Context: an optimization exercise on an open-source flow, tuned for small area, a short achievable clock period and few clock cycles per item. The choices shown serve that exercise and are no tape-out recipe. Where RTL was checked, it was by simulation tests only, not by an equivalence proof against the original. No functional check of the RTL was part of runs 1 and 4 to 8. No activity file was given, so power comes from the tool's default toggle rates.

==> design/flow/design.v <==
module alu_design(clock,reset,A,B,start_op,op_sel,result,end_op);
	localparam IN_WIDTH = 16;
	localparam OUT_WIDTH = 32;
	localparam OP_WIDTH = 3;
	input logic clock,reset;
	input logic [IN_WIDTH - 1 : 0] A;
	input logic [IN_WIDTH - 1 : 0] B;
	input logic start_op;
	input [OP_WIDTH - 1 : 0] op_sel;
	output logic [OUT_WIDTH - 1 : 0] result;
	output logic end_op;
	logic [2:0] cnt;           
	wire is_mul = op_sel[2] & ~op_sel[0];
	wire is_sub = ~op_sel[2] & op_sel[1] & ~op_sel[0];
	wire [15:0] src = (cnt == 3'd0) ? B : result[15:0];
	wire [1:0] dig = src[1:0];
	wire [15:0] hi = (cnt == 3'd0) ? 16'd0 : result[31:16];
	wire        sub = op_sel[1] & ~op_sel[0];
	wire [15:0] x  = hi | (~B & {16{sub}});
	wire [15:0] y  = A & {16{~op_sel[2] | dig[0]}};
	wire [16:0] z  = op_sel[2] ? {A & {16{dig[1]}}, 1'b0} : {1'b0, B & {16{~sub}}};
	wire [16:0] s  = {1'b0, x ^ y} ^ z;
	wire [16:0] c  = ({1'b0, x & y}) | ({1'b0, x ^ y} & z);
	wire [17:0] sum = 18'(s) + 18'({c, is_sub});
	logic [31:0] res_d;
	always_comb begin
		if (op_sel[2])
			res_d = op_sel[0] ? {16'd0, A & B} : {sum, src[15:2]};
		else if (op_sel[1] & op_sel[0])
			res_d = {16'd0, s[15:0]};
		else if (op_sel[1])
			res_d = {{16{~sum[16]}}, sum[15:0]};
		else if (op_sel[0])
			res_d = {15'd0, sum[16:0]};
		else
			res_d = 32'd0;
	end
	always_ff @(posedge clock)
		result <= res_d;
	always_ff @(posedge clock or posedge reset)
	begin
		if (reset) begin
			end_op <= 1'b0;
			cnt    <= 3'd0;
		end
		else if (start_op) begin
			end_op <= ~is_mul | (cnt == 3'd7);
			cnt    <= (is_mul && cnt != 3'd7) ? cnt + 3'd1 : 3'd0;
		end
		else begin
			end_op <= 1'b0;
			cnt    <= 3'd0;
		end
	end
endmodule
==> design/flow/flow/run.sh <==
#!/bin/bash
# The standard layout, with the port buffers made from the smallest
# buffer cell instead of the flow's default choice.
set -euo pipefail
bash standard.sh BUFFER_PORTS_ARGS="-buffer_cell sky130_fd_sc_hd__buf_1" finish > standard_flow.log 2>&1
==> design/flow/standard.sh <==
#!/bin/bash
# synth_recipe.tcl (not shown) runs the flow's synth.tcl, then flattens the netlist and writes it again
# the make line also repeats each setting of config.mk as NAME=value (left out here)
make -C /OpenROAD-flow-scripts/flow DESIGN_CONFIG=/design/flow/config.mk WORK_HOME=/design/flow/orfs CLKGATE_MAP_FILE= SYNTH_SCRIPT=/design/flow/synth_recipe.tcl "${@:-finish}"
==> design/flow/config.mk <==
export PLATFORM = sky130hd
export DESIGN_NAME = alu_design
export DESIGN_NICKNAME = alu_design
export VERILOG_FILES = /design/flow/design.v
export SDC_FILE = /design/flow/constraint.sdc
export NUM_CORES = 4
export LEC_CHECK = 0
export CAP_MARGIN = 20
export CORE_MARGIN = 2
export CORE_UTILIZATION = 40
export SETUP_SLACK_MARGIN = 3.5
export SLEW_MARGIN = 20
==> design/flow/constraint.sdc <==
create_clock -name core_clock -period 8.5 [get_ports {clock}]
set_input_delay 1.7000 -clock core_clock [delete_from_list [all_inputs] [get_ports {clock}]]
set_output_delay 1.7000 -clock core_clock [all_outputs]
set_load 0.01 [all_outputs]
==> results.json, run 1 <==
{
  "critPathKind": "in -> reg",
  "routed-via-count": 3498,
  "total_power_uw": 734,
  "swShare_pct": 43.1,
  "cp_slowest_cell": "fa_2",
  "fp.dieH_um": 95.7,
  "yosysTopAreaCell": "dfxtp_1",
  "layout_common_cells": "buf_1, nand2_1, a21oi_1",
  "fp.dieW_um": 95.7,
  "pre_cts_slack_ps": 2070,
  "route.detailed.drc": 0,
  "die_area_um2": 9160,
  "vdd_drop_max_mv": 0.0723,
  "clk_latency_ps": 300,
  "cts_made_buffers": 5,
  "p_per_area_nw_per_um2": 181,
  "synth_top_family_by_area": "compound AO/OA/AOI/OAI gates",
  "hold_ws_ps": 583,
  "crit_arrival_ps": 5110,
  "coreArea_um2": 8180,
  "fmaxAchievable_mhz": 204,
  "clockBufferDepth": 2,
  "port_buffers": 70,
  "final_cells": 596,
  "crit_chain": "buf_2 > buf_12 > nor2b_4 > buf_6 > a22o_1 > fa_2 > fa_2 > a21o_1 > a311oi_4 > nor4_2 > nor3_4 > buf_4 > mux2i_1 > nor3_1",
  "htreeDepth": 2,
  "setup_viol_count_final": 0,
  "synth.ff_latch_count": 36,
  "layout-drive-gt1-share_pct": 9.37,
  "period_needed_ps": 4910,
  "clkTransAtPathRegs_ps": 80,
  "rr_endpoint": "result[16]$_DFF_P_",
  "dpl_cell_area_um2": 3700,
  "combPwrFrac_pct": 52.8,
  "grt_pass1_vias": 3223,
  "synth_xor_area_share_pct": 4.65,
  "drt_first_iter_violations": 250,
  "synthMuxAreaShare_pct": 5.65,
  "vias_per_cell": 5.87,
  "p_sw_uw": 316,
  "worst_hold_path_type": "reg -> reg",
  "async_flop_share_pct": 11.1,
  "fin_crit_sh_pct": 57.7,
  "syn_inst": 419,
  "synthSimpleGateAreaFrac_pct": 18.3,
  "status": "no timing/DRC/antenna violations",
  "utilization_pct": 49.6,
  "max_slew_margin_pct": 33.8,
  "worstHoldPathCells": 2,
  "rsz0062_at_grt": "false",
  "wire_per_inst_um": 18.7,
  "final_common_cell": "buf_1",
  "antenna_found_initial": 0,
  "cp_top_family": "simple AND/OR/NAND/NOR gates",
  "slew_viol_final": 0,
  "tns_ps": 0,
  "place_hpwl_um": 7510,
  "clkSinkCount": 36,
  "end_kind": "flip-flop",
  "ctsHoldBuffers": 0,
  "ys_seq_area_share_pct": 22.0,
  "leakage_nw": 1.77,
  "start_util_pct": 41.1,
  "final.setup_skew_ps": 11.1,
  "yosys_warnings": 1,
  "worstPathMaxFanout": 11,
  "synth_compound_area_share_pct": 26.2,
  "hold_viol": 0,
  "synth_top_area_share_pct": 19.0,
  "area_growth_pct": 20.5,
  "yosys_most_used_dff": "dfxtp_1",
  "cp_num_buf_inv": 4,
  "grt-ovfl-total": 0,
  "timing.final.ws_setup_ps": 3590,
  "synth_edf_count": 0,
  "seqPwrFrac_pct": 29.9,
  "r2r-start": "cnt[0]$_DFF_PP0_",
  "min_to": "cnt[0]$_DFF_PP0_",
  "maxCapViolCount": 0,
  "syn_avg_cell_area_um2": 8.03,
  "grt_usage_pct": 22.9,
  "min-delay-start": "cnt[0]$_DFF_PP0_",
  "dp.cells": 572,
  "ff2ff_setup_slack_ps": 3980,
  "synthTopCellsByArea": "dfxtp_1, fa_1, ha_1, mux2i_1, a21oi_1",
  "postRouteAntennaNets": 0,
  "fin_nets": 565,
  "routabilityCongestion": 0.909,
  "r2r_cells": 17,
  "crit_top_cell": "fa_2",
  "drt-pass1-iter-count": 5,
  "cts-root-buf": "clkbuf_8",
  "cts_tree": "done",
  "num_antenna_cells": 0,
  "synth_area_um2": 3360,
  "internal-power_uw": 418,
  "final_area_um2": 4050,
  "num_io_pins": 71,
  "n_fill_cell": 818,
  "worst_path_largest_cell_delay_ps": 480,
  "tightest_slew_ps": 986,
  "synth_fa_ha_area_share_pct": 17.6,
  "critPathRequiredTime_ps": 8700,
  "ys_types": 50,
  "start_kind": "input pin",
  "core.rowCount": 33,
  "grt_max_degree": 45,
  "grt_pass1_wl_um": 16100,
  "pwr-share-clk_pct": 17.3,
  "routed_wl_um": 11200
}
==> layer usage <==
metal,up-vias,GRT usage [%],wire length (um),share of wire (%)
met1,1715,30.3,4950,44
met5,-,0,0,0
li1,1651,-,-,-
met4,0,9.52,300,2.7
met2,110,37.7,5400,48
met3,22,3.13,521,4.7
==> timing repair <==
action	CTS	global route
gates cloned	0	4
setup endpoints to repair	29	21
gates resized for setup	8	20
buffers inserted	4	8
endpoints found under the hold margin	0	0
pin swaps	1	6
==> synth_stat cells, drive strengths merged (5+ instances only) <==
library cell	n
nor2	26
a21oi	34
dfxtp	32
a22oi	7
nand3	14
and2	12
xor2	8
o21ai	30
fa	17
clkbuf	23
ha	20
xnor2	9
mux2i	19
o21a	6
nor3	8
inv	23
and3	10
nand2b	5
o22ai	15
a21o	9
a22o	9
nand2	34
a31oi	8
==> power groups by stage <==
| stage | Clock, mW | Sequential [mW] | Combinational, mW |
|---|---|---|---|
| floorplan | 0 | 0.235 | 0.238 |
| global placement | 0 | 0.223 | 0.348 |
| detailed placement | 0 | 0.223 | 0.350 |
| CTS | 0.129 | 0.219 | 0.365 |
| global route | 0.135 | 0.222 | 0.427 |
| finish | 0.127 | 0.219 | 0.388 |
==> flip-flops by register name, summed over array words and instances (netlist names) <==
name    flops
end_op      1
result     32
cnt         3
==> worst max-delay path by stage <==
stage                     slack (ps)                 end      start  cells past startpoint
final                           3590  result[16]$_DFF_P_  op_sel[2]                     14
after global routing            3480  result[12]$_DFF_P_  op_sel[0]                     15
after CTS                       3500  result[12]$_DFF_P_  op_sel[0]                     15
after detailed placement        2070  result[31]$_DFF_P_  op_sel[0]                     14
after global placement          2220  result[30]$_DFF_P_  op_sel[0]                     14
after floorplan                 3510  result[12]$_DFF_P_  op_sel[1]                     17
==> worst min-delay path, stage by stage (launching register included) <==
cell     delay (ps)
dfrtp_1         360
inv_1            60
and3_1          140
==> final cells by class <==
class / count / area, um^2 / share of cell area [%]
Clock buffer: 7 / 76.3 / 1.88
Clock inverter: 1 / 5.00 / 0.123
Inverter: 23 / 86.3 / 2.13
Multi-Input combinational cell: 334 / 2500 / 61.8
Sequential cell: 36 / 741 / 18.3
Tap cell: 105 / 131 / 3.24
Timing Repair Buffer: 90 / 509 / 12.6
==> logic make-up after synthesis <==
family,Yosys count
multiplexers,19
AO/OA/AOI/OAI,138
flip-flops,36
buffers and inverters,49
adder cells (fa/ha/maj),37
AND/OR/NAND/NOR,123
XOR/XNOR,17
==> run 2, diff against run 1 <==
--- a/design/flow/design.v
+++ b/design/flow/design.v
@@ -15,10 +15,9 @@
 	wire [15:0] src = (cnt == 3'd0) ? B : result[15:0];
 	wire [1:0] dig = src[1:0];
 	wire [15:0] hi = (cnt == 3'd0) ? 16'd0 : result[31:16];
-	wire        sub = op_sel[1] & ~op_sel[0];
-	wire [15:0] x  = hi | (~B & {16{sub}});
+	wire [15:0] x  = hi;
 	wire [15:0] y  = A & {16{~op_sel[2] | dig[0]}};
-	wire [16:0] z  = op_sel[2] ? {A & {16{dig[1]}}, 1'b0} : {1'b0, B & {16{~sub}}};
+	wire [16:0] z  = op_sel[2] ? {A & {16{dig[1]}}, 1'b0} : {1'b0, B ^ {16{op_sel[1] & ~op_sel[0]}}};
 	wire [16:0] s  = {1'b0, x ^ y} ^ z;
 	wire [16:0] c  = ({1'b0, x & y}) | ({1'b0, x ^ y} & z);
 	wire [17:0] sum = 18'(s) + 18'({c, is_sub});
==> design/flow/flow/run.sh (replaced) <==
#!/bin/bash
# The standard layout, with the port buffers made from the smallest
# buffer cell, and the buffers from synthesis removed before placement so
# the resizer buffers the design afresh.
set -euo pipefail
bash standard.sh BUFFER_PORTS_ARGS="-buffer_cell sky130_fd_sc_hd__buf_1" REMOVE_ABC_BUFFERS=1 finish > standard_flow.log 2>&1
==> run 2 against run 1 <==
  * Worst hold slack gained 16 ps
  * Sequential share of layout area increased by 0.39 points
  * Critical path depth increased by 3
  * First-iteration DRC count is 44% lower
  * Sequential power is 3% lower
  * Critical path type unchanged
  * Critical endpoint is now result[21]$_DFF_P_
  * Via count down 8.3%
  * Wire length shrank 13%
  * Setup slack better by 65 ps
  * Synthesized cell count rose by 0.24%
  * Register-to-register slack improved by 180 ps
  * Area after synthesis up 1.6%
==> results.json, run 2 <==
{
  "worst_hold_path_type": "reg -> reg",
  "coreArea_um2": 8260,
  "die_area_um2": 9290,
  "tns_ps": 0,
  "clk_latency_ps": 300,
  "final.setup_skew_ps": 9.13,
  "cts-root-buf": "clkbuf_8",
  "fp.dieH_um": 96.4,
  "tightest_slew_ps": 723,
  "vdd_drop_max_mv": 0.0694,
  "ys_seq_area_share_pct": 21.7,
  "wire_per_inst_um": 16.5,
  "internal-power_uw": 398,
  "p_per_area_nw_per_um2": 168,
  "synth_common_cells": "o21ai_0, a21oi_1, nand2_1, dfxtp_1",
  "drt_first_iter_violations": 141,
  "routed_wl_um": 9720,
  "start_kind": "input pin",
  "end_kind": "flip-flop",
  "p_sw_uw": 271,
  "pre_cts_slack_ps": 2610,
  "ctsHoldBuffers": 0,
  "synthTopCellsByArea": "dfxtp_1, fa_1, ha_1, o21ai_0, xnor2_1",
  "route.detailed.drc": 0,
  "synth_area_um2": 3420,
  "yosys_most_used_dff": "dfxtp_1",
  "seqPwrFrac_pct": 31.7,
  "fmaxAchievable_mhz": 206,
  "syn_avg_cell_area_um2": 8.13,
  "timing.final.ws_setup_ps": 3660,
  "status": "no timing/DRC/antenna violations",
  "layout_common_cells": "buf_1, o21ai_0, a21oi_1",
  "routed-via-count": 3206,
  "async_flop_share_pct": 11.1,
  "top_register": "result",
  "pwr-share-clk_pct": 21.6,
  "yosys_warnings": 1,
  "worstPathMaxFanout": 21,
  "vias_per_cell": 5.44,
  "slew_viol_final": 0,
  "start_util_pct": 41.4,
  "period_needed_ps": 4840,
  "num_io_pins": 71,
  "hold_viol": 0,
  "clockBufferDepth": 2,
  "clkTransAtPathRegs_ps": 80,
  "ys_types": 52,
  "max_slew_margin_pct": 51.8,
  "grt_max_degree": 56,
  "grt-ovfl-total": 0,
  "reg_top3": "result: 32 flops, cnt: 3 flops, end_op: 1 flops",
  "core.rowCount": 33,
  "synth_edf_count": 0,
  "crit_arrival_ps": 5010,
  "fin_nets": 558,
  "antenna_found_initial": 0,
  "htreeDepth": 2,
  "largest_reg_flops": 32,
  "routabilityCongestion": 0.858,
  "grt_usage_pct": 21.4,
  "synth.most_common_cell": "o21ai_0",
  "syn_inst": 420,
  "dpl_cell_area_um2": 3720,
  "final_common_cell": "buf_1",
  "rsz0062_at_grt": "false",
  "final_area_um2": 3970,
  "total_power_uw": 668,
  "leakage_nw": 1.66,
  "synth.ff_latch_count": 36,
  "fp.dieW_um": 96.4,
  "swShare_pct": 40.5,
  "cts_tree": "done",
  "num_antenna_cells": 0,
  "maxCapViolCount": 0,
  "clkSinkCount": 36,
  "setup_viol_count_final": 0,
  "layout-drive-gt1-share_pct": 8.47,
  "utilization_pct": 48.1,
  "fin_crit_sh_pct": 57.0,
  "critPathKind": "in -> reg",
  "place_hpwl_um": 6890,
  "combPwrFrac_pct": 46.7,
  "postRouteAntennaNets": 0,
  "yosysTopAreaCell": "dfxtp_1",
  "area_growth_pct": 16.2,
  "critPathRequiredTime_ps": 8670,
  "grt_pass1_wl_um": 15200,
  "synth_top_area_share_pct": 18.8,
  "cts_made_buffers": 5,
  "port_buffers": 70,
  "drt-pass1-iter-count": 4,
  "grt_pass1_vias": 3030
}
run 2: layout make-up:
type                       instances  area (um^2)
clock buffer                       8          100
multi-input combinational        335         2490
timing repair buffer              82          417
tap                              105          131
sequential                        36          741
inverter                          23         86.3
fill                             838         4290
run 2: worst max-delay path, stage by stage:
cell       delay [ps]
clkbuf_4          170
buf_12            170
nand2b_2          220
xnor2_1           140
nand2b_1           80
fa_1              480
inv_1              50
ha_1              230
fa_2              380
a211oi_2          290
o211a_1           260
a2bb2oi_4         190
o21bai_4           90
mux2i_4           220
buf_12            150
buf_4             100
o21ai_2            40
run 2: stage by stage:
| step | hold WS (ps) | cells |
|---|---|---|
| 2_1_floorplan | 543 | 394 |
| 3_3_place_gp | 560 | 574 |
| 3_5_place_dp | 593 | 574 |
| 4_1_cts | 609 | 588 |
| 5_1_grt | 619 | 589 |
| 6_report | 599 | 589 |
run 2: cells by family (layout without fill, tap and decap cells):
kind of cell	count (synthesis)	after routing	synth area share (%)
AOI/OAI and AO/OA	131	131	24.4
xor gates and xnor gates	32	32	8.21
adders and majority gates	37	37	17.3
buffers and inverters	49	113	6.41
DFF	36	36	21.7
muxes	17	17	5.35
and+or+nand+nor	118	118	16.7
run 2: power groups by stage:
| stage | Sequential [mW] | Clock, mW | Combinational (mW) |
|---|---|---|---|
| floorplan | 0.227 | 0 | 0.195 |
| global placement | 0.216 | 0 | 0.296 |
| detailed placement | 0.216 | 0 | 0.296 |
| CTS | 0.213 | 0.148 | 0.303 |
| global route | 0.216 | 0.154 | 0.349 |
| finish | 0.212 | 0.144 | 0.312 |
run 2: what timing repair did:
action,in CTS,in global routing
pin swaps,0,2
cloned,0,1
setup endpoints to repair,25,18
setup buffers,6,0
resized for setup,3,11
run 2: path summary, 6_finish.rpt:
check,startpoint,to,slack [ps],depth (start not counted)
worst max-delay path,op_sel[0],result[21]$_DFF_P_,3660,17
worst min-delay path,cnt[0]$_DFF_PP0_,cnt[0]$_DFF_PP0_,600,2
worst max register to register,cnt[0]$_DFF_PP0_,result[21]$_DFF_P_,4160,17
worst min register to register,cnt[0]$_DFF_PP0_,cnt[0]$_DFF_PP0_,600,2
max in group asynchronous,reset,cnt[0]$_DFF_PP0_,7120,2
min in group asynchronous,reset,end_op$_DFF_PP0_,1240,2
run 2: routing by layer:
layer  track usage, %  vias to the layer above  part of all wire (%)
met1             30.1                     1507                    46
met4             6.57                        0                   1.8
met3             3.18                       11                   6.5
met2             34.1                      101                    46
met5                0                        -                     0
li1                 -                     1587                     -
Testbench counts of run 2, summed over its fixed seeds: cycles 52,084, items 24,000.
==> run 3, diff against run 2 <==
--- a/design/flow/config.mk
+++ b/design/flow/config.mk
@@ -8,5 +8,5 @@
 export CAP_MARGIN = 20
 export CORE_MARGIN = 2
 export CORE_UTILIZATION = 40
-export SETUP_SLACK_MARGIN = 3.5
+export SETUP_SLACK_MARGIN = 4
 export SLEW_MARGIN = 20
==> run 3 against run 2 <==
  * Combinational power grew 28%
  * Non-clock buffer count rose by 30
  * Clock skew about the same
  * Count of clock-buffer cells in the layout unchanged
  * First-iteration DRC count increased by 39%
  * Setup slack better by 260 ps
  * Utilization grew 7.4 points
  * Clock power about the same
  * Via count up 9.0%
  * Power grew 13%
  * Die area is the same
  * Critical path type unchanged
  * Critical endpoint is now result[19]$_DFF_P_
==> results.json, run 3 <==
{
  "p_per_area_nw_per_um2": 166,
  "clkSinkCount": 36,
  "setup_viol_count_final": 0,
  "final_area_um2": 4580,
  "grt_max_degree": 56,
  "yosys_warnings": 1,
  "synth_common_cells": "o21ai_0, a21oi_1, nand2_1, dfxtp_1",
  "start_util_pct": 41.4,
  "yosysTopAreaCell": "dfxtp_1",
  "area_growth_pct": 34.1,
  "worstPathMaxFanout": 8,
  "cts_tree": "done",
  "hold_viol": 0,
  "syn_inst": 420,
  "max_slew_margin_pct": 46.1,
  "combPwrFrac_pct": 52.8,
  "layout_common_cells": "buf_1, nand2_1, a21oi_1",
  "vias_per_cell": 5.64,
  "ys_types": 52,
  "cp_num_buf_inv": 6,
  "seqPwrFrac_pct": 28.1,
  "grt_pass1_vias": 3279,
  "timing.final.ws_setup_ps": 3920,
  "synth_edf_count": 0,
  "routed-via-count": 3495,
  "fp.dieW_um": 96.4,
  "num_antenna_cells": 0,
  "maxCapViolCount": 0,
  "leakage_nw": 1.88,
  "yosys_most_used_dff": "dfxtp_1",
  "clkTransAtPathRegs_ps": 80,
  "routabilityCongestion": 0.858,
  "crit_arrival_ps": 4740,
  "final_common_cell": "buf_1",
  "final.setup_skew_ps": 9.37,
  "dp.cells": 574,
  "grt-ovfl-total": 0,
  "worst_path_largest_cell_delay_ps": 560,
  "fp.dieH_um": 96.4,
  "core.rowCount": 33,
  "final_cells": 620,
  "grt_usage_pct": 24.6,
  "port_buffers": 70,
  "fmaxAchievable_mhz": 218,
  "worst_hold_path_type": "reg -> reg",
  "routed_wl_um": 11400,
  "layout-drive-gt1-share_pct": 21.2,
  "vdd_drop_max_mv": 0.0772,
  "critPathRequiredTime_ps": 8660,
  "dpl_cell_area_um2": 3720,
  "pre_cts_slack_ps": 2610,
  "tightest_slew_ps": 808,
  "async_flop_share_pct": 11.1,
  "fin_crit_sh_pct": 53.9,
  "grt_pass1_wl_um": 17200,
  "synth_area_um2": 3420,
  "ys_seq_area_share_pct": 21.7,
  "drt_first_iter_violations": 196,
  "crit_top_cell": "buf_6",
  "drt-pass1-iter-count": 4,
  "end_kind": "flip-flop",
  "tns_ps": 0,
  "postRouteAntennaNets": 0,
  "largest_reg_flops": 32,
  "synth_top_area_share_pct": 18.8,
  "top_register": "result",
  "wire_per_inst_um": 18.4,
  "die_area_um2": 9290,
  "fin_nets": 589,
  "cts-root-buf": "clkbuf_8",
  "clockBufferDepth": 2,
  "synth.most_common_cell": "o21ai_0",
  "cp_slowest_cell": "fa_1",
  "htreeDepth": 2,
  "num_io_pins": 71,
  "rsz0062_at_grt": "true",
  "synthTopCellsByArea": "dfxtp_1, fa_1, ha_1, o21ai_0, xnor2_1",
  "crit_chain": "buf_1 > buf_6 > nor2b_4 > buf_12 > xnor2_2 > nor2_2 > a21oi_2 > fa_1 > inv_2 > ha_4 > o211ai_4 > o211a_1 > a2bb2oi_4 > o21bai_4 > mux2i_4 > buf_6 > buf_16 > o21ai_1",
  "syn_avg_cell_area_um2": 8.13,
  "critPathKind": "in -> reg",
  "route.detailed.drc": 0,
  "swShare_pct": 40.2,
  "status": "no timing/DRC/antenna violations",
  "reg_top3": "result: 32 flops, cnt: 3 flops, end_op: 1 flops",
  "period_needed_ps": 4580,
  "antenna_found_initial": 0,
  "clk_latency_ps": 300,
  "pwr-share-clk_pct": 19.1,
  "p_sw_uw": 305,
  "place_hpwl_um": 6890,
  "total_power_uw": 758,
  "cts_made_buffers": 5,
  "slew_viol_final": 0,
  "coreArea_um2": 8260,
  "cp_top_family": "adder cells",
  "internal-power_uw": 453,
  "start_kind": "input pin",
  "n_fill_cell": 761,
  "synth.ff_latch_count": 36
}
[run 3: cell count changes in the layout (fill, tap and decap cells not counted), sizes merged]
cell,delta
buf,+29
bufbuf,+2
clkbuf,-1
nand2,+1
[run 3: worst paths after layout]
kind	from	to	slack, ps	cells after the start
setup / recovery	op_sel[1]	result[19]$_DFF_P_	3920	18
min in group asynchronous	reset	end_op$_DFF_PP0_	1240	2
max in group asynchronous	reset	cnt[0]$_DFF_PP0_	7120	2
hold reg to reg	cnt[0]$_DFF_PP0_	cnt[0]$_DFF_PP0_	600	2
hold / removal	cnt[0]$_DFF_PP0_	cnt[0]$_DFF_PP0_	600	2
setup reg to reg	cnt[0]$_DFF_PP0_	result[19]$_DFF_P_	4220	17
[run 3: area by class of cell]
class	count	area [um^2]	share of cell area, %
well taps	105	131	2.87
inverters	23	86.3	1.88
clock buffers	8	100	2.19
flip-flops and latches	36	741	16.2
multi-input cells	336	2770	60.5
repair buffers	112	751	16.4
[run 3: timing repair]
| item | CTS | global route |
|---|---|---|
| endpoints found under the setup margin | 31 | 23 |
| setup buffers | 25 | 8 |
| resized for setup | 52 | 37 |
| hold buffers | 0 | 0 |
| cloned | 5 | 0 |
| pin swaps | 7 | 17 |
[run 3: tightest hold or removal path: stages (launching register included)]
cell	delay [ps]
dfrtp_1	370
inv_1	60
and3_1	140
[run 3: power by group through the flow]
stage,logic (mW),clock network [mW],registers (mW)
global route,0.434,0.152,0.216
detailed placement,0.296,0,0.216
finish,0.400,0.145,0.213
floorplan,0.195,0,0.227
CTS,0.351,0.148,0.213
global placement,0.296,0,0.216
[run 3: stage by stage]
| step | hold slack [ps] | utilization [%] |
|---|---|---|
| after floorplan | 543 | - |
| after global placement | 560 | 45.0 |
| after detailed placement | 593 | 45.0 |
| after CTS | 609 | 52.9 |
| after global routing | 614 | 55.5 |
| final | 599 | 55.5 |
[run 3: cells by family after synthesis]
kind of cell / Yosys count / synth area share, %
DFF: 36 / 21.7
muxes: 17 / 5.35
and+or+nand+nor: 118 / 16.7
buffers and inverters: 49 / 6.41
adders and majority gates: 37 / 17.3
AOI/OAI and AO/OA: 131 / 24.4
xor gates and xnor gates: 32 / 8.21
[run 3: metal layers]
layer / global-route usage [%] / wire length [um]
met5: 0 / 0
met4: 6.57 / 230
met3: 3.34 / 788
met2: 40.5 / 5380
met1: 34.0 / 5010
==> run 4, diff against run 3 <==
--- a/design/flow/design.v
+++ b/design/flow/design.v
@@ -20,7 +20,32 @@
 	wire [16:0] z  = op_sel[2] ? {A & {16{dig[1]}}, 1'b0} : {1'b0, B ^ {16{op_sel[1] & ~op_sel[0]}}};
 	wire [16:0] s  = {1'b0, x ^ y} ^ z;
 	wire [16:0] c  = ({1'b0, x & y}) | ({1'b0, x ^ y} & z);
-	wire [17:0] sum = 18'(s) + 18'({c, is_sub});
+	function [17:0] bk_add;
+		input [17:0] a;
+		input [17:0] b;
+		input ci;
+		reg [17:0] p, g, gg, pp;
+		integer l, j;
+		begin
+			p  = a ^ b;
+			g  = a & b;
+			gg = g;
+			pp = p;
+			gg[0] = g[0] | (p[0] & ci);
+			for (l = 1; l < 18; l = l * 2)
+				for (j = 2 * l - 1; j < 18; j = j + 2 * l) begin
+					gg[j] = gg[j] | (pp[j] & gg[j - l]);
+					pp[j] = pp[j] & pp[j - l];
+				end
+			for (l = 8; l >= 1; l = l / 2)
+				for (j = 3 * l - 1; j < 18; j = j + 2 * l) begin
+					gg[j] = gg[j] | (pp[j] & gg[j - l]);
+					pp[j] = pp[j] & pp[j - l];
+				end
+			bk_add = p ^ {gg[16:0], ci};
+		end
+	endfunction
+	wire [17:0] sum = bk_add(18'(s), 18'(c) << 1, is_sub);
 	logic [31:0] res_d;
 	always_comb begin
 		if (op_sel[2])
==> design/flow/flow/run.sh (replaced) <==
#!/bin/bash
# The standard layout, with the port buffers made from the smallest
# buffer cell instead of the flow's default choice.
set -euo pipefail
bash standard.sh BUFFER_PORTS_ARGS="-buffer_cell sky130_fd_sc_hd__buf_1" finish > standard_flow.log 2>&1
--- a/design/flow/config.mk
+++ b/design/flow/config.mk
@@ -8,5 +8,5 @@
 export CAP_MARGIN = 20
 export CORE_MARGIN = 2
 export CORE_UTILIZATION = 40
-export SETUP_SLACK_MARGIN = 4
+export SETUP_SLACK_MARGIN = 3.5
 export SLEW_MARGIN = 20
==> run 4 against run 3 <==
  * Register-to-register slack worse by 380 ps
  * Die area is 5.9% lower
  * Non-clock buffer count is 6 lower
  * Worst hold slack worse by 22 ps
  * Largest power group unchanged
  * Highest routed layer unchanged
==> results.json, run 4 <==
{
  "status": "no timing/DRC/antenna violations",
  "final_cells": 579,
  "clkSinkCount": 36,
  "htreeDepth": 2,
  "pre_cts_slack_ps": 2110,
  "min_to": "cnt[0]$_DFF_PP0_",
  "core.rowCount": 32,
  "crit_chain": "clkbuf_16 > buf_12 > nor2b_4 > buf_6 > buf_4 > buf_4 > xnor2_1 > nor2_1 > a21oi_2 > fa_1 > inv_2 > ha_4 > o211ai_1 > buf_4 > a211oi_4 > buf_6 > o41ai_4 > fa_2 > mux2i_1 > a211oi_1 > a21oi_1",
  "final.setup_skew_ps": 8.00,
  "max_slew_margin_pct": 55.1,
  "grt_pass1_wl_um": 15900,
  "crit_arrival_ps": 5230,
  "coreArea_um2": 7730,
  "worstHoldPathCells": 2,
  "fin_nets": 557,
  "wl_met2_um": 4960,
  "layout_common_cells": "buf_1, nand2_1, dfxtp_1",
  "drt_first_iter_violations": 194,
  "synth.ff_latch_count": 36,
  "start_kind": "input pin",
  "top_register": "result",
  "worstPathMaxFanout": 6,
  "syn_avg_cell_area_um2": 8.33,
  "min-delay-start": "cnt[0]$_DFF_PP0_",
  "ctsHoldBuffers": 0,
  "vdd_drop_max_mv": 0.0953,
  "cp_num_buf_inv": 8,
  "dp.cells": 540,
  "final_common_cell": "buf_1",
  "hold_ws_ps": 576,
  "reg_top3": "result: 32 flops, cnt: 3 flops, end_op: 1 flops",
  "cp_slowest_cell": "fa_2",
  "fmaxAchievable_mhz": 198,
  "crit_top_cell": "buf_4",
  "grt_pass1_vias": 3128,
  "cts_made_buffers": 5,
  "fin_crit_sh_pct": 59.5,
  "yosys_warnings": 1,
  "tns_ps": 0,
  "routed-via-count": 3119,
  "num_io_pins": 71,
  "syn_inst": 385,
  "postRouteAntennaNets": 0,
  "clockBufferDepth": 2,
  "drt-met1-wl_um": 4460,
  "largest_reg_flops": 32,
  "die_area_um2": 8750,
  "yosys_most_used_dff": "dfxtp_1",
  "layout-drive-gt1-share_pct": 19.7,
  "end_kind": "flip-flop",
  "wire_per_inst_um": 17.8,
  "antenna_found_initial": 0,
  "timing.final.ws_setup_ps": 3440,
  "setup_viol_count_final": 0,
  "synth_edf_count": 0,
  "start_util_pct": 41.5,
  "maxCapViolCount": 0,
  "area_growth_pct": 34.6,
  "top_layer_used": "met4",
  "place_hpwl_um": 6710,
  "cts_tree": "done",
  "r2r-start": "cnt[0]$_DFF_PP0_",
  "grt_usage_pct": 23.8,
  "clk_latency_ps": 300,
  "critPathRequiredTime_ps": 8670,
  "vias_per_cell": 5.39,
  "route.detailed.drc": 0,
  "r2r_cells": 20,
  "n_fill_cell": 694,
  "routabilityCongestion": 0.849,
  "drt-pass1-iter-count": 4,
  "cp_top_family": "adder cells",
  "worst_path_largest_cell_delay_ps": 610,
  "hold_viol": 0,
  "yosysTopAreaCell": "dfxtp_1",
  "rr_endpoint": "result[14]$_DFF_P_",
  "num_antenna_cells": 0,
  "wl_met3_um": 706,
  "grt-ovfl-total": 0,
  "slew_viol_final": 0,
  "worst_hold_path_type": "reg -> reg",
  "synth_area_um2": 3210,
  "dpl_cell_area_um2": 3580,
  "synthTopCellsByArea": "dfxtp_1, fa_1, ha_1, mux2i_1, a21oi_1",
  "cts-root-buf": "clkbuf_8",
  "utilization_pct": 55.8,
  "synth_common_cells": "nand2_1, inv_1, dfxtp_1, a21oi_1, nor2_1",
  "total_power_uw": 728,
  "routed_wl_um": 10300,
  "leakage_nw": 1.78,
  "synth_top_area_share_pct": 20.0,
  "p_per_area_nw_per_um2": 169,
  "port_buffers": 70,
  "fp.dieH_um": 93.5,
  "ys_types": 33,
  "fp.dieW_um": 93.5,
  "ff2ff_setup_slack_ps": 3840,
  "clkTransAtPathRegs_ps": 80,
  "period_needed_ps": 5060,
  "rsz0062_at_grt": "true",
  "synth.most_common_cell": "nand2_1",
  "tightest_slew_ps": 670,
  "grt_max_degree": 30,
  "critPathKind": "in -> reg",
  "ys_seq_area_share_pct": 23.1,
  "async_flop_share_pct": 11.1,
  "final_area_um2": 4320
}
## run 4: where the power goes
group	switching, mW	total (mW)	internal [mW]
logic	0.195	0.359	0.164
clock network	0.0705	0.158	0.0873
registers	0.0153	0.211	0.196
total	0.281	0.728	0.447
## run 4: worst max path at each step
stage	cells after the start	startpoint	end	slack, ps
final	21	op_sel[0]	result[14]$_DFF_P_	3440
after detailed placement	17	op_sel[1]	result[15]$_DFF_P_	2110
after floorplan	18	op_sel[0]	result[14]$_DFF_P_	3280
after global placement	17	op_sel[1]	result[15]$_DFF_P_	2180
after global routing	20	op_sel[0]	result[14]$_DFF_P_	3310
after CTS	18	op_sel[0]	result[16]$_DFF_P_	3420
## run 4: cell families after synthesis
kind of cell | synth area share, %
XOR/XNOR | 6.79
AND/OR/NAND/NOR | 14.1
adder cells (fa/ha/maj) | 22.6
buffers and inverters | 7.73
AO/OA/AOI/OAI | 19.4
flip-flops | 23.1
multiplexers | 6.25
## run 4: final cells by class
class	count	area (um^2)	share of cell area (%)
flip-flops and latches	36	741	17.2
clock buffers	6	72.6	1.68
multi-input cells	291	2510	58.2
repair buffers	106	692	16.0
well taps	102	128	2.96
clock inverters	2	35.0	0.812
inverters	36	135	3.13
## run 4: repair_timing
item                                    in CTS  in global routing
gates cloned                                 3                  0
endpoints found under the setup margin      30                 23
gates resized for setup                     35                 37
pin swaps                                   13                 20
setup buffers                               11                 17
## run 4: layer usage
layer  track usage (%)  vias up
li1                  -     1487
met1              31.5     1508
met2              39.4      106
met3              4.11       18
met4              7.48        0
met5                 0        -
## run 4: tightest hold or removal path, cell delays in order (launching register included)
cell and delay (ps):
dfrtp_1 350, inv_1 60, and3_1 130
==> run 5, diff against run 4 <==
--- a/design/flow/config.mk
+++ b/design/flow/config.mk
@@ -8,5 +8,5 @@
 export CAP_MARGIN = 20
 export CORE_MARGIN = 2
 export CORE_UTILIZATION = 40
-export SETUP_SLACK_MARGIN = 3.5
+export SETUP_SLACK_MARGIN = 3
 export SLEW_MARGIN = 20
==> run 5 against run 4 <==
  * Still clean on timing, DRC and antenna
  * Global-route usage fell by 2.9 points
  * Largest cell class unchanged
  * Area after synthesis did not move
  * Via count fell by 5.7%
==> results.json, run 5 <==
{
  "status": "no timing/DRC/antenna violations",
  "setup_viol_count_final": 0,
  "layout_common_cells": "buf_1, nand2_1, inv_1",
  "synth_fa_ha_area_share_pct": 22.6,
  "grt_usage_pct": 20.8,
  "routed-via-count": 2940,
  "max_slew_margin_pct": 54.8,
  "p_per_area_nw_per_um2": 173,
  "crit_top_cell": "fa_1",
  "syn_inst": 385,
  "synthMuxAreaShare_pct": 6.25,
  "critPathKind": "in -> reg",
  "fin_crit_sh_pct": 62.6,
  "grt_pass1_vias": 2894,
  "grt_pass1_wl_um": 14200,
  "final.setup_skew_ps": 5.81,
  "synth_compound_area_share_pct": 19.4,
  "coreArea_um2": 7730,
  "async_flop_share_pct": 11.1,
  "regArea_um2": 741,
  "crit_chain": "clkbuf_4 > nor2b_4 > xnor2_1 > nor2_1 > fa_1 > ha_1 > inv_1 > fa_1 > nand2b_1 > a21o_1 > a211oi_4 > nor2_1 > fa_1 > mux2i_1 > a211oi_2 > a21oi_1",
  "cts_made_buffers": 5,
  "layout-drive-gt1-share_pct": 6.46,
  "routabilityCongestion": 0.822,
  "synth_edf_count": 0,
  "vias_per_cell": 5.34,
  "htreeDepth": 2,
  "worst_hold_path_type": "reg -> reg",
  "cp_top_family": "adder cells",
  "route.detailed.drc": 0,
  "fp.dieW_um": 93.5,
  "start_kind": "input pin",
  "num_antenna_cells": 0,
  "synthSimpleGateAreaFrac_pct": 14.1,
  "yosysTopAreaCell": "dfxtp_1",
  "grt-ovfl-total": 0,
  "end_kind": "flip-flop",
  "clkSinkCount": 36,
  "cts-root-buf": "clkbuf_8",
  "period_needed_ps": 5320,
  "synthTopCellsByArea": "dfxtp_1, fa_1, ha_1, mux2i_1, a21oi_1",
  "synth_xor_area_share_pct": 6.79,
  "leakage_nw": 1.56,
  "core.rowCount": 32,
  "postRouteAntennaNets": 0,
  "ys_types": 33,
  "tightest_slew_ps": 674,
  "fp.dieH_um": 93.5,
  "antenna_found_initial": 0,
  "fin_nets": 529,
  "cp_num_buf_inv": 2,
  "place_hpwl_um": 6540,
  "synth.ff_latch_count": 36,
  "multi_input_area_um2": 2280,
  "routed_wl_um": 8870,
  "dpl_cell_area_um2": 3530,
  "fmaxAchievable_mhz": 188,
  "die_area_um2": 8750,
  "n_fill_cell": 789,
  "final_area_um2": 3750,
  "syn_avg_cell_area_um2": 8.33,
  "grt_max_degree": 54,
  "ctsHoldBuffers": 0,
  "crit_arrival_ps": 5500,
  "wire_per_inst_um": 16.1,
  "clk_latency_ps": 300,
  "cts_tree": "done",
  "critPathRequiredTime_ps": 8680,
  "vdd_drop_max_mv": 0.0631,
  "maxCapViolCount": 0,
  "yosys_warnings": 1,
  "synth_area_um2": 3210,
  "synth_top_area_share_pct": 20.0,
  "num_io_pins": 71,
  "synth.most_common_cell": "nand2_1",
  "final_common_cell": "buf_1",
  "synth_common_cells": "nand2_1, inv_1, dfxtp_1, a21oi_1, nor2_1",
  "drt-pass1-iter-count": 4,
  "slew_viol_final": 0,
  "clkTransAtPathRegs_ps": 80,
  "worstPathMaxFanout": 12,
  "worst_path_largest_cell_delay_ps": 630,
  "hold_viol": 0,
  "largest_reg_flops": 32,
  "cp_slowest_cell": "fa_1",
  "yosys_most_used_dff": "dfxtp_1",
  "drt_first_iter_violations": 114,
  "rsz0062_at_grt": "false",
  "ys_seq_area_share_pct": 23.1,
  "synth_top_family_by_area": "adder cells",
  "reg_top3": "result: 32 flops, cnt: 3 flops, end_op: 1 flops",
  "start_util_pct": 41.5,
  "tns_ps": 0,
  "top_register": "result",
  "area_growth_pct": 17.1,
  "port_buffers": 70,
  "clockBufferDepth": 2
}
[run 5: cell types whose count changed in the layout (fill, tap and decap cells not counted), sizes merged]
cell,previous run,this run
buf,102,76
bufbuf,2,0
clkinvlp,0,1
nand2,40,39
[run 5: cell families (layout without fill, tap and decap cells)]
kind of cell | Yosys count | count (layout)
adders and majority gates | 43 | 43
muxes | 20 | 20
AOI/OAI and AO/OA | 102 | 102
buffers and inverters | 59 | 123
DFF | 36 | 36
and+or+nand+nor | 101 | 101
xor gates and xnor gates | 24 | 24
[run 5: final cells by class]
class,instances,share of cell area [%]
clock buffers,5,1.83
clock inverters,3,1.13
inverters,36,3.60
multi-input cells,290,60.7
flip-flops and latches,36,19.7
well taps,102,3.40
repair buffers,79,9.64
[run 5: path summary, 6_finish.rpt]
path                                   from            endpoint  slack, ps  depth (start not counted)
min                        cnt[0]$_DFF_PP0_    cnt[0]$_DFF_PP0_        610                          2
max reg2reg                cnt[0]$_DFF_PP0_  result[12]$_DFF_P_       3630                         19
max                               op_sel[1]  result[12]$_DFF_P_       3180                         16
min in group asynchronous             reset    end_op$_DFF_PP0_       1240                          2
max in group asynchronous             reset    cnt[2]$_DFF_PP0_       7110                          2
min reg2reg                cnt[0]$_DFF_PP0_    cnt[0]$_DFF_PP0_        610                          2
[run 5: power by group]
part,switching [mW],internal [mW]
Clock,0.0711,0.0869
Combinational,0.165,0.115
Sequential,0.0147,0.196
Total,0.251,0.398
[run 5: metal layers]
layer | part of all wire, % | vias up | GRT usage [%] | wire, um
met3 | 4.9 | 6 | 3.87 | 430
met4 | 0.64 | 0 | 3.68 | 57
li1 | - | 1429 | - | -
met5 | 0 | - | 0 | 0
met2 | 48 | 76 | 36.4 | 4300
met1 | 46 | 1429 | 27.1 | 4080
[run 5: metrics by stage]
stage / setup slack, ps / total power, mW / instances / utilization [%] / hold WS (ps)
2_1_floorplan: 3050 / 0.403 / 385 / - / 543
3_3_place_gp: 2160 / 0.480 / 539 / 45.7 / 561
3_5_place_dp: 1990 / 0.483 / 539 / 45.7 / 584
4_1_cts: 3040 / 0.648 / 549 / 47.7 / 599
5_1_grt: 3000 / 0.695 / 551 / 48.6 / 653
6_report: 3180 / 0.649 / 551 / 48.6 / 606
[run 5: what timing repair did]
action | 4_1_cts | 5_1_grt
buffers inserted | 2 | 2
cloned | 0 | 0
pin swaps | 0 | 1
gates resized for setup | 6 | 10
endpoints found under the setup margin | 27 | 20
[run 5: tightest hold or removal path, delay by kind of cell (launching register included)]
kind,cells,cell delay [ps]
buf+inv,1,60
flops,1,360
simple gates,1,150
==> run 6, diff against run 5 <==
--- a/design/flow/design.v
+++ b/design/flow/design.v
@@ -20,11 +20,11 @@
 	wire [16:0] z  = op_sel[2] ? {A & {16{dig[1]}}, 1'b0} : {1'b0, B ^ {16{op_sel[1] & ~op_sel[0]}}};
 	wire [16:0] s  = {1'b0, x ^ y} ^ z;
 	wire [16:0] c  = ({1'b0, x & y}) | ({1'b0, x ^ y} & z);
-	function [17:0] bk_add;
+	function [17:0] sk_add;
 		input [17:0] a;
 		input [17:0] b;
 		input ci;
-		reg [17:0] p, g, gg, pp;
+		reg [17:0] p, g, gg, pp, ng, np;
 		integer l, j;
 		begin
 			p  = a ^ b;
@@ -32,20 +32,21 @@
 			gg = g;
 			pp = p;
 			gg[0] = g[0] | (p[0] & ci);
-			for (l = 1; l < 18; l = l * 2)
-				for (j = 2 * l - 1; j < 18; j = j + 2 * l) begin
-					gg[j] = gg[j] | (pp[j] & gg[j - l]);
-					pp[j] = pp[j] & pp[j - l];
-				end
-			for (l = 8; l >= 1; l = l / 2)
-				for (j = 3 * l - 1; j < 18; j = j + 2 * l) begin
-					gg[j] = gg[j] | (pp[j] & gg[j - l]);
-					pp[j] = pp[j] & pp[j - l];
-				end
-			bk_add = p ^ {gg[16:0], ci};
+			for (l = 1; l < 18; l = l * 2) begin
+				ng = gg;
+				np = pp;
+				for (j = 0; j < 18; j = j + 1)
+					if ((j / l) % 2 == 1) begin
+						ng[j] = gg[j] | (pp[j] & gg[(j / l) * l - 1]);
+						np[j] = pp[j] & pp[(j / l) * l - 1];
+					end
+				gg = ng;
+				pp = np;
+			end
+			sk_add = p ^ {gg[16:0], ci};
 		end
 	endfunction
-	wire [17:0] sum = bk_add(18'(s), 18'(c) << 1, is_sub);
+	wire [17:0] sum = sk_add(18'(s), 18'(c) << 1, is_sub);
 	logic [31:0] res_d;
 	always_comb begin
 		if (op_sel[2])
--- a/design/flow/config.mk
+++ b/design/flow/config.mk
@@ -8,5 +8,5 @@
 export CAP_MARGIN = 20
 export CORE_MARGIN = 2
 export CORE_UTILIZATION = 40
-export SETUP_SLACK_MARGIN = 3
+export SETUP_SLACK_MARGIN = 3.5
 export SLEW_MARGIN = 20
==> run 6 against run 5 <==
  * Sequential cell count is the same
  * Design area grew 17%
  * Worst hold slack lost 20 ps
  * Power grew 12%
  * Die area grew 0.71%
  * Critical endpoint is now result[31]$_DFF_P_
  * Register-to-register slack gained 70 ps
  * Combinational power grew 35%
  * Via count grew 13%
==> results.json, run 6 <==
{
  "pre_cts_slack_ps": 2060,
  "slew_viol_final": 0,
  "tns_ps": 0,
  "async_flop_share_pct": 11.1,
  "routed-via-count": 3326,
  "tightest_slew_ps": 846,
  "syn_avg_cell_area_um2": 8.26,
  "vdd_drop_max_mv": 0.0750,
  "synth_top_area_share_pct": 19.8,
  "synth_area_um2": 3230,
  "coreArea_um2": 7770,
  "clk_latency_ps": 310,
  "timing.final.ws_setup_ps": 3300,
  "drt_first_iter_violations": 153,
  "num_antenna_cells": 0,
  "clkSinkCount": 36,
  "routed_wl_um": 11100,
  "fp.dieW_um": 93.9,
  "layout_common_cells": "buf_1, nand2_1, dfxtp_1",
  "final_common_cell": "buf_1",
  "hold_viol": 0,
  "cts_tree": "done",
  "period_needed_ps": 5200,
  "ys_seq_area_share_pct": 22.9,
  "n_fill_cell": 724,
  "ff2ff_setup_slack_ps": 3700,
  "worstPathMaxFanout": 8,
  "area_growth_pct": 35.7,
  "yosys_most_used_dff": "dfxtp_1",
  "end_kind": "flip-flop",
  "largest_reg_flops": 32,
  "syn_inst": 391,
  "rsz0062_at_grt": "true",
  "num_io_pins": 71,
  "crit_arrival_ps": 5390,
  "cts-root-buf": "clkbuf_8",
  "htreeDepth": 2,
  "max_slew_margin_pct": 43.6,
  "ctsHoldBuffers": 0,
  "start_kind": "input pin",
  "antenna_found_initial": 0,
  "yosysTopAreaCell": "dfxtp_1",
  "fp.dieH_um": 93.9,
  "final.setup_skew_ps": 9.64,
  "synth.ff_latch_count": 36,
  "route.detailed.drc": 0,
  "worst_hold_path_type": "reg -> reg",
  "synth_common_cells": "nand2_1, dfxtp_1, nor2_1, a21oi_1",
  "start_util_pct": 41.6,
  "drt-pass1-iter-count": 5,
  "die_area_um2": 8810,
  "synth.most_common_cell": "nand2_1",
  "synth_edf_count": 0,
  "grt_max_degree": 33,
  "core.rowCount": 32,
  "critPathRequiredTime_ps": 8690,
  "leakage_nw": 1.81,
  "fmaxAchievable_mhz": 192,
  "grt_usage_pct": 25.6,
  "grt_pass1_vias": 3396,
  "grt-ovfl-total": 0,
  "utilization_pct": 56.4,
  "routabilityCongestion": 0.819,
  "reg_top3": "result: 32 flops, cnt: 3 flops, end_op: 1 flops",
  "ys_types": 50,
  "grt_pass1_wl_um": 17400,
  "setup_viol_count_final": 0,
  "synthTopCellsByArea": "dfxtp_1, fa_1, ha_1, xnor2_1, mux2i_1",
  "layout-drive-gt1-share_pct": 22.2,
  "cts_made_buffers": 5,
  "top_register": "result",
  "critPathKind": "in -> reg",
  "yosys_warnings": 1,
  "postRouteAntennaNets": 0,
  "fin_crit_sh_pct": 61.2,
  "wire_per_inst_um": 18.9,
  "clockBufferDepth": 2,
  "port_buffers": 70,
  "status": "no timing/DRC/antenna violations",
  "p_per_area_nw_per_um2": 166,
  "vias_per_cell": 5.65,
  "maxCapViolCount": 0,
  "place_hpwl_um": 6580,
  "fin_nets": 563,
  "clkTransAtPathRegs_ps": 80
}
run 6: cell count changes after synthesis, sizes merged, moves of 9 or more:
cell / previous run / this run
a31oi: 2 / 11
o21a: 15 / 3
o21ai: 23 / 34
and2: 2 / 14
inv: 36 / 25
run 6: final timing paths:
check                           depth (start not counted)            endpoint        startpoint
worst max-delay path                                   19  result[31]$_DFF_P_         op_sel[0]
worst min-delay path                                    2    cnt[0]$_DFF_PP0_  cnt[0]$_DFF_PP0_
worst max register to register                         20  result[31]$_DFF_P_  cnt[0]$_DFF_PP0_
worst min register to register                          2    cnt[0]$_DFF_PP0_  cnt[0]$_DFF_PP0_
max in group asynchronous                               2    cnt[2]$_DFF_PP0_             reset
min in group asynchronous                               2    end_op$_DFF_PP0_             reset
run 6: layer usage:
metal	global-route usage, %	part of all wire, %	vias to the layer above
met5	0	0	-
met4	8.21	1.3	0
met3	4.82	7.0	16
met2	42.2	49	138
met1	33.9	43	1638
li1	-	-	1534
run 6: cells by family (layout without fill, tap and decap cells):
| group | count (synthesis) | after routing | share of synthesized area [%] |
|---|---|---|---|
| flip-flops | 36 | 36 | 22.9 |
| multiplexers | 18 | 18 | 5.73 |
| AO/OA/AOI/OAI | 109 | 109 | 21.7 |
| AND/OR/NAND/NOR | 115 | 116 | 16.9 |
| adder cells (fa/ha/maj) | 39 | 39 | 20.0 |
| buffers and inverters | 49 | 144 | 6.04 |
| XOR/XNOR | 25 | 25 | 6.78 |
run 6: power by group:
group	internal (mW)	total, mW	switching (mW)
Combinational	0.172	0.380	0.208
Sequential	0.196	0.211	0.0147
Clock	0.0649	0.136	0.0712
run 6: timing repair:
action                                  in CTS  in global routing
endpoints found under the setup margin      27                 19
setup buffers                               21                  8
gates resized for setup                     41                 32
gates cloned                                 7                  0
pin swaps                                   22                 12
run 6: final cells by class:
class,instances,area (um^2),share of cell area [%]
Tap cell,102,128,2.91
Timing Repair Buffer,111,772,17.6
Clock inverter,2,10.0,0.228
Sequential cell,36,741,16.9
Clock buffer,6,82.6,1.88
Inverter,25,93.8,2.14
Multi-Input combinational cell,307,2560,58.3
run 6: through the flow:
step / power, mW / std cells / hold slack, ps / instance area [um^2]
6_report: 0.726 / 589 / 586 / 4380
5_1_grt: 0.769 / 589 / 613 / 4380
4_1_cts: 0.681 / 581 / 598 / 4200
3_5_place_dp: 0.498 / 545 / 583 / 3610
3_3_place_gp: 0.497 / 545 / 560 / 3610
2_1_floorplan: 0.422 / 391 / 543 / 3300
run 6: critical path: stages:
cell       delay [ps]
clkbuf_16         120
buf_12            120
nor2b_4           150
buf_6             150
buf_4             140
nor2b_2           470
ha_2              280
inv_2              40
fa_2              380
nand2b_4          160
a211oi_4          230
o21ai_2            90
a21boi_2          160
o21a_2            190
nor2_4             40
fa_2              580
buf_6             130
nand2_8            70
o21ai_0           160
==> run 7, diff against run 6 <==
==> design/flow/design.v (replaced) <==
module alu_design(clock,reset,A,B,start_op,op_sel,result,end_op);
	localparam IN_WIDTH = 16;
	localparam OUT_WIDTH = 32;
	localparam OP_WIDTH = 3;
	input logic clock,reset;
	input logic [IN_WIDTH - 1 : 0] A;
	input logic [IN_WIDTH - 1 : 0] B;
	input logic start_op;
	input [OP_WIDTH - 1 : 0] op_sel;
	output logic [OUT_WIDTH - 1 : 0] result;
	output logic end_op;
	logic [2:0]  cnt;          
	logic [31:0] acc;          
	logic        neg;          
	wire is_mul = op_sel[2] & ~op_sel[0];
	wire is_sub = ~op_sel[2] & op_sel[1] & ~op_sel[0];
	wire first  = (cnt == 3'd0);
	wire [15:0] src = first ? B : acc[15:0];
	wire [1:0]  dig = src[1:0];
	wire [15:0] x   = first ? 16'd0 : acc[31:16];
	wire [15:0] y   = A & {16{~op_sel[2] | dig[0]}};
	wire [16:0] z   = op_sel[2] ? {A & {16{dig[1]}}, 1'b0}
	                            : {1'b0, B ^ {16{op_sel[1] & ~op_sel[0]}}};
	wire [16:0] s   = {1'b0, x ^ y} ^ z;
	wire [16:0] c   = {1'b0, x & y} | ({1'b0, x ^ y} & z);
	wire [17:0] sum = 18'(s) + 18'({c, is_sub});
	logic [31:0] acc_d;
	always_comb begin
		if (op_sel[2])
			acc_d = op_sel[0] ? {16'd0, A & B} : {sum, src[15:2]};
		else if (op_sel[1] & op_sel[0])
			acc_d = {16'd0, s[15:0]};
		else if (op_sel[1])
			acc_d = {15'd0, ~sum[16], sum[15:0]};
		else if (op_sel[0])
			acc_d = {15'd0, sum[16:0]};
		else
			acc_d = 32'd0;
	end
	always_ff @(posedge clock) begin
		acc <= acc_d;
		neg <= is_sub & ~sum[16];
	end
	assign result = {acc[31:17] | {15{neg}}, acc[16:0]};
	always_ff @(posedge clock or posedge reset)
	begin
		if (reset) begin
			end_op <= 1'b0;
			cnt    <= 3'd0;
		end
		else if (start_op) begin
			end_op <= ~is_mul | (cnt == 3'd7);
			cnt    <= (is_mul && cnt != 3'd7) ? cnt + 3'd1 : 3'd0;
		end
		else begin
			end_op <= 1'b0;
			cnt    <= 3'd0;
		end
	end
endmodule
--- a/design/flow/config.mk
+++ b/design/flow/config.mk
@@ -8,5 +8,5 @@
 export CAP_MARGIN = 20
 export CORE_MARGIN = 2
 export CORE_UTILIZATION = 40
-export SETUP_SLACK_MARGIN = 3.5
+export SETUP_SLACK_MARGIN = 3.75
 export SLEW_MARGIN = 20
==> run 7 against run 6 <==
  * Setup slack better by 470 ps
  * Worst hold slack got worse by 3.9 ps
  * Still clean
  * Wire length grew 0.19%
  * Critical path type unchanged
  * Maximum frequency grew 9.8%
  * Power is 1.7% higher
  * Sequential power about the same
  * Sequential share of layout area up 0.25 points
==> results.json, run 7 <==
{
  "htreeDepth": 2,
  "final_area_um2": 4440,
  "postRouteAntennaNets": 0,
  "fin_crit_sh_pct": 55.7,
  "start_kind": "input pin",
  "drt-pass1-iter-count": 5,
  "min-delay-start": "cnt[0]$_DFF_PP0_",
  "grt_max_degree": 39,
  "drt_first_iter_violations": 185,
  "place_hpwl_um": 7830,
  "core.rowCount": 34,
  "crit_arrival_ps": 4910,
  "synth_common_cells": "nor2_1, nand2_1, a21oi_1, dfxtp_1, inv_1",
  "utilization_pct": 51.1,
  "wire_per_inst_um": 17.6,
  "antenna_found_initial": 0,
  "vias_per_cell": 5.57,
  "worstPathMaxFanout": 5,
  "hold_ws_ps": 582,
  "cts_made_buffers": 5,
  "r2r-start": "cnt[0]$_DFF_PP0_",
  "slew_viol_final": 0,
  "leakage_nw": 1.89,
  "port_buffers": 70,
  "end_kind": "flip-flop",
  "layout-drive-gt1-share_pct": 19.2,
  "final.setup_skew_ps": 6.75,
  "r2r_cells": 19,
  "fp.dieW_um": 98.5,
  "ctsHoldBuffers": 0,
  "p_per_area_nw_per_um2": 167,
  "vdd_drop_max_mv": 0.0749,
  "maxCapViolCount": 0,
  "hold_viol": 0,
  "timing.final.ws_setup_ps": 3770,
  "grt_pass1_vias": 3197,
  "coreArea_um2": 8680,
  "cts_tree": "done",
  "critPathRequiredTime_ps": 8680,
  "synth.most_common_cell": "nor2_1",
  "rsz0062_at_grt": "true",
  "async_flop_share_pct": 10.8,
  "clkTransAtPathRegs_ps": 80,
  "grt-ovfl-total": 0,
  "critPathKind": "in -> reg",
  "pre_cts_slack_ps": 2400,
  "dp.cells": 602,
  "tightest_slew_ps": 865,
  "cts-root-buf": "clkbuf_8",
  "grt_usage_pct": 21.2,
  "yosys_warnings": 1,
  "route.detailed.drc": 0,
  "dpl_cell_area_um2": 3770,
  "synth_edf_count": 0,
  "routed-via-count": 3540,
  "ff2ff_setup_slack_ps": 4160,
  "clockBufferDepth": 2,
  "worst_hold_path_type": "reg -> reg",
  "setup_viol_count_final": 0,
  "num_antenna_cells": 0,
  "synthTopCellsByArea": "dfxtp_1, fa_1, ha_1, xnor2_1, a21oi_1",
  "crit_start": "op_sel[0]",
  "clk_latency_ps": 300,
  "ys_types": 48,
  "die_area_um2": 9690,
  "clkSinkCount": 37,
  "area_growth_pct": 24.3,
  "max_slew_margin_pct": 42.3,
  "routabilityCongestion": 0.954,
  "period_needed_ps": 4730,
  "start_util_pct": 41.1,
  "syn_inst": 466,
  "final_common_cell": "buf_1",
  "syn_avg_cell_area_um2": 7.66,
  "top_register": "acc",
  "grt_pass1_wl_um": 16600,
  "fp.dieH_um": 98.5,
  "reg_top3": "acc: 32 flops, cnt: 3 flops",
  "total_power_uw": 739,
  "largest_reg_flops": 32,
  "yosys_most_used_dff": "dfxtp_1",
  "synth.ff_latch_count": 37,
  "status": "no timing/DRC/antenna violations",
  "fin_nets": 601,
  "worstHoldPathCells": 2,
  "num_io_pins": 71,
  "final_cells": 635,
  "synth_top_area_share_pct": 18.5,
  "synth_area_um2": 3570,
  "routed_wl_um": 11100,
  "fmaxAchievable_mhz": 211,
  "tns_ps": 0,
  "layout_common_cells": "buf_1, nor2_1, nand2_1",
  "ys_seq_area_share_pct": 21.3,
  "yosysTopAreaCell": "dfxtp_1"
}
[run 7: cell families (layout without fill, tap and decap cells)]
logic type / Yosys count / count (layout) / synth area share (%)
AO/OA/AOI/OAI: 105 / 105 / 18.1
adder cells (fa/ha/maj): 37 / 37 / 16.5
multiplexers: 16 / 16 / 4.49
flip-flops: 37 / 37 / 21.3
XOR/XNOR: 27 / 27 / 6.63
AND/OR/NAND/NOR: 168 / 168 / 22.9
buffers and inverters: 76 / 137 / 10.0
[run 7: layout make-up]
type,instances,area [um^2]
fillers,856,4240
multi-input cells,353,2690
flip-flops and latches,37,761
repair buffers,98,611
well taps,108,135
inverters,31,116
clock buffers,6,82.6
clock inverters,2,37.5
[run 7: routing by layer]
metal	routed length (um)	track usage, %	up-vias
li1	-	-	1677
met1	4960	31.9	1669
met2	5150	32.4	177
met3	830	2.84	17
met4	198	5.06	0
met5	0	0	-
[run 7: repair_timing]
| item | 4_1_cts | 5_1_grt |
|---|---|---|
| cloned | 1 | 2 |
| gates resized for setup | 15 | 53 |
| setup buffers | 6 | 16 |
| endpoints found under the setup margin | 32 | 16 |
| pin swaps | 1 | 21 |
[run 7: path summary, 6_finish.rpt]
kind,endpoint
max reg2reg,acc[16]$_DFF_P_
min in group asynchronous,end_op$_DFF_PP0_
min reg2reg,cnt[0]$_DFF_PP0_
min,cnt[0]$_DFF_PP0_
max,acc[16]$_DFF_P_
max in group asynchronous,cnt[1]$_DFF_PP0_
[run 7: power breakdown]
| group | internal (mW) | switching [mW] |
|---|---|---|
| combinational | 0.157 | 0.205 |
| clock | 0.0955 | 0.0715 |
| sequential | 0.197 | 0.0137 |
| total | 0.449 | 0.290 |
[run 7: worst max-delay path, cell delays in order]
cell and delay, ps:
buf_8 100, buf_12 110, nor2b_4 170, buf_12 150, xnor2_4 120, nor2_2 60
fa_1 540, ha_2 210, inv_2 50, fa_2 360, nand2b_4 170, a21oi_4 180
o211ai_1 160, a21oi_2 210, o221ai_4 140, and2_4 170, or3_1 300
==> run 8, diff against run 7 <==
--- a/design/flow/config.mk
+++ b/design/flow/config.mk
@@ -8,5 +8,5 @@
 export CAP_MARGIN = 20
 export CORE_MARGIN = 2
 export CORE_UTILIZATION = 40
-export SETUP_SLACK_MARGIN = 3.75
+export SETUP_SLACK_MARGIN = 3.6
 export SLEW_MARGIN = 20
==> run 8 against run 7 <==
  * Wire length fell by 0.63%
  * Highest routed layer unchanged
  * Area after synthesis unchanged
  * Critical endpoint unchanged
  * Clock skew rose by 3.9 ps
  * Critical path depth rose by 1
  * Global-route usage rose by 0.84 points
  * Sequential power about the same
  * Non-clock buffer count down 4
  * Critical path type unchanged
  * Still clean on timing, DRC and antenna
  * Synthesized cell count unchanged
  * Sequential cell count unchanged
  * Largest power group unchanged
  * Cell count is 0.63% lower
  * Die area stayed put
==> results.json, run 8 <==
{
  "syn_avg_cell_area_um2": 7.66,
  "slew_viol_final": 0,
  "grt_util_met3_pct": 3.62,
  "use_met1_pct": 32.6,
  "tns_ps": 0,
  "grt_usage_pct": 22.1,
  "num_antenna_cells": 0,
  "synth_top_area_share_pct": 18.5,
  "final.setup_skew_ps": 10.7,
  "synthTopCellsByArea": "dfxtp_1, fa_1, ha_1, xnor2_1, a21oi_1",
  "clkSinkCount": 37,
  "fmaxAchievable_mhz": 210,
  "fin_nets": 597,
  "synth_edf_count": 0,
  "synth_area_um2": 3570,
  "grt_pass1_wl_um": 17300,
  "worstPathMaxFanout": 7,
  "layout-drive-gt1-share_pct": 18.2,
  "routabilityCongestion": 0.886,
  "timing.final.ws_setup_ps": 3730,
  "die_area_um2": 9690,
  "end_kind": "flip-flop",
  "p_per_area_nw_per_um2": 160,
  "critPathKind": "in -> reg",
  "layout_common_cells": "buf_1, nor2_1, nand2_1",
  "drt-pass1-iter-count": 5,
  "routed_wl_um": 11100,
  "area_growth_pct": 21.3,
  "fp.dieH_um": 98.5,
  "period_needed_ps": 4770,
  "worst_hold_path_type": "reg -> reg",
  "yosysTopAreaCell": "dfxtp_1",
  "ys_seq_area_share_pct": 21.3,
  "synth.most_common_cell": "nor2_1",
  "crit_start": "op_sel[0]",
  "yosys_most_used_dff": "dfxtp_1",
  "async_flop_share_pct": 10.8,
  "core.rowCount": 34,
  "routed-via-count": 3518,
  "route.detailed.drc": 0,
  "reg_top3": "acc: 32 flops, cnt: 3 flops",
  "r2r-start": "cnt[0]$_DFF_PP0_",
  "final_common_cell": "buf_1",
  "port_buffers": 70,
  "vdd_drop_max_mv": 0.0584,
  "grt_use_met2_pct": 34.7,
  "yosys_warnings": 1,
  "pre_cts_slack_ps": 2290,
  "dp.cells": 602,
  "max_slew_margin_pct": 39.0,
  "crit_arrival_ps": 4950,
  "rr_endpoint": "acc[16]$_DFF_P_",
  "cts_made_buffers": 5,
  "postRouteAntennaNets": 0,
  "largest_reg_flops": 32,
  "grt_pass1_vias": 3280,
  "critPathRequiredTime_ps": 8690,
  "grt-ovfl-total": 0,
  "leakage_nw": 1.84,
  "critPathCapture": "acc[16]$_DFF_P_",
  "antenna_found_initial": 0,
  "start_util_pct": 41.1,
  "htreeDepth": 2,
  "cts_tree": "done",
  "clk_latency_ps": 290,
  "clockBufferDepth": 2,
  "place_hpwl_um": 7970,
  "cts-root-buf": "clkbuf_8",
  "fp.dieW_um": 98.5,
  "maxCapViolCount": 0,
  "ys_types": 48,
  "vias_per_cell": 5.58,
  "grt_max_degree": 39,
  "num_io_pins": 71,
  "rsz0062_at_grt": "true",
  "coreArea_um2": 8680,
  "start_kind": "input pin",
  "total_power_uw": 693,
  "tightest_slew_ps": 914,
  "status": "no timing/DRC/antenna violations",
  "r2r_cells": 19,
  "top_register": "acc",
  "wire_per_inst_um": 17.6,
  "n_fill_cell": 844,
  "final_cells": 631,
  "fin_crit_sh_pct": 56.1,
  "drt_first_iter_violations": 334,
  "ff2ff_setup_slack_ps": 4140,
  "busiest_layer": "met2",
  "clkTransAtPathRegs_ps": 90,
  "setup_viol_count_final": 0,
  "synth.ff_latch_count": 37,
  "syn_inst": 466,
  "hold_viol": 0,
  "synth_common_cells": "nor2_1, nand2_1, a21oi_1, dfxtp_1, inv_1"
}
run 8: final cells by class:
type / instances / area (um^2) / share of cell area [%]
clock buffers: 5 / 68.8 / 1.59
clock inverters: 3 / 17.5 / 0.405
multi-input cells: 353 / 2680 / 61.9
repair buffers: 94 / 552 / 12.7
inverters: 31 / 116 / 2.69
flip-flops and latches: 37 / 761 / 17.6
well taps: 108 / 135 / 3.12
run 8: through the flow:
stage / util (%) / hold slack, ps / cell area, um^2
finish: 49.9 / 587 / 4330
CTS: 46.1 / 586 / 4000
detailed placement: 43.3 / 570 / 3760
global route: 49.9 / 626 / 4330
global placement: 43.3 / 561 / 3760
floorplan: - / 543 / 3590
run 8: report_power, final:
group | internal, mW | switching (mW) | total (mW)
clock | 0.0568 | 0.0710 | 0.128
sequential | 0.197 | 0.0137 | 0.210
combinational | 0.152 | 0.203 | 0.355
run 8: how the worst min path moves through the flow:
stage	startpoint	endpoint	slack, ps	depth (start not counted)
CTS	cnt[0]$_DFF_PP0_	cnt[0]$_DFF_PP0_	590	2
finish	cnt[0]$_DFF_PP0_	cnt[0]$_DFF_PP0_	590	2
global placement	cnt[0]$_DFF_PP0_	cnt[0]$_DFF_PP0_	560	2
global route	cnt[0]$_DFF_PP0_	cnt[0]$_DFF_PP0_	630	2
floorplan	cnt[0]$_DFF_PP0_	cnt[0]$_DFF_PP0_	540	2
detailed placement	cnt[0]$_DFF_PP0_	cnt[0]$_DFF_PP0_	570	2
run 8: cells by family (layout without fill, tap and decap cells):
family | Yosys count | in the layout | share of synthesized area (%)
buffers and inverters | 76 | 133 | 10.0
xor gates and xnor gates | 27 | 27 | 6.63
muxes | 16 | 16 | 4.49
DFF | 37 | 37 | 21.3
and+or+nand+nor | 168 | 168 | 22.9
AOI/OAI and AO/OA | 105 | 105 | 18.1
adders and majority gates | 37 | 37 | 16.5
run 8: critical path, stage by stage:
cell,delay [ps]
buf_2,150
buf_12,140
nor2b_4,160
buf_12,140
buf_4,120
xnor2_1,60
nor2_1,100
a21oi_1,60
fa_1,580
inv_2,60
ha_4,280
o21ai_0,80
nor2_1,230
o211ai_1,200
a21oi_2,230
o221ai_4,150
and2_4,180
or3_1,320
run 8: routing by layer:
| layer | vias up | part of all wire [%] |
|---|---|---|
| li1 | 1669 | - |
| met3 | 9 | 7.1 |
| met4 | 0 | 1.0 |
| met5 | - | 0 |
| met2 | 147 | 47 |
| met1 | 1693 | 45 |
run 8: repair_timing:
action / 4_1_cts / 5_1_grt
hold buffers: 0 / 0
resized for setup: 12 / 49
buffers inserted: 7 / 12
pin swaps: 0 / 14
gates cloned: 1 / 1
setup endpoints to repair: 31 / 12

-- re-timing with driven ports --
The flow's constraints put no driver on any port. The routed layouts listed below were extracted and timed again, unchanged, in two steps. Step 1 assumes that a clkbuf_16 drives the clock port and a buf_2 every other input. Step 2 also shifts input and output timing later by t, the mid clock arrival at the registers, as if the neighbouring blocks saw the same clock. Three values: no drivers, after step 1, after step 2; two values: the first two.
| run | t, ns | setup WS [ns] |
|---|---|---|
| run 1 | 0.328 | 3.592 / 3.528 / 3.201 |
| run 2 | 0.326 | 3.657 / 3.667 / 3.342 |
| run 3 | 0.329 | 3.920 / 3.931 / 3.603 |
| run 4 | 0.328 | 3.438 / 3.420 / 3.092 |
| run 5 | 0.325 | 3.182 / 3.189 / 2.864 |
| run 6 | 0.334 | 3.299 / 3.283 / 2.949 |
| run 7 | 0.324 | 3.765 / 3.753 / 3.429 |
| run 8 | 0.318 | 3.734 / 3.716 / 3.398 |
After both steps setup and hold are still met in every run listed.
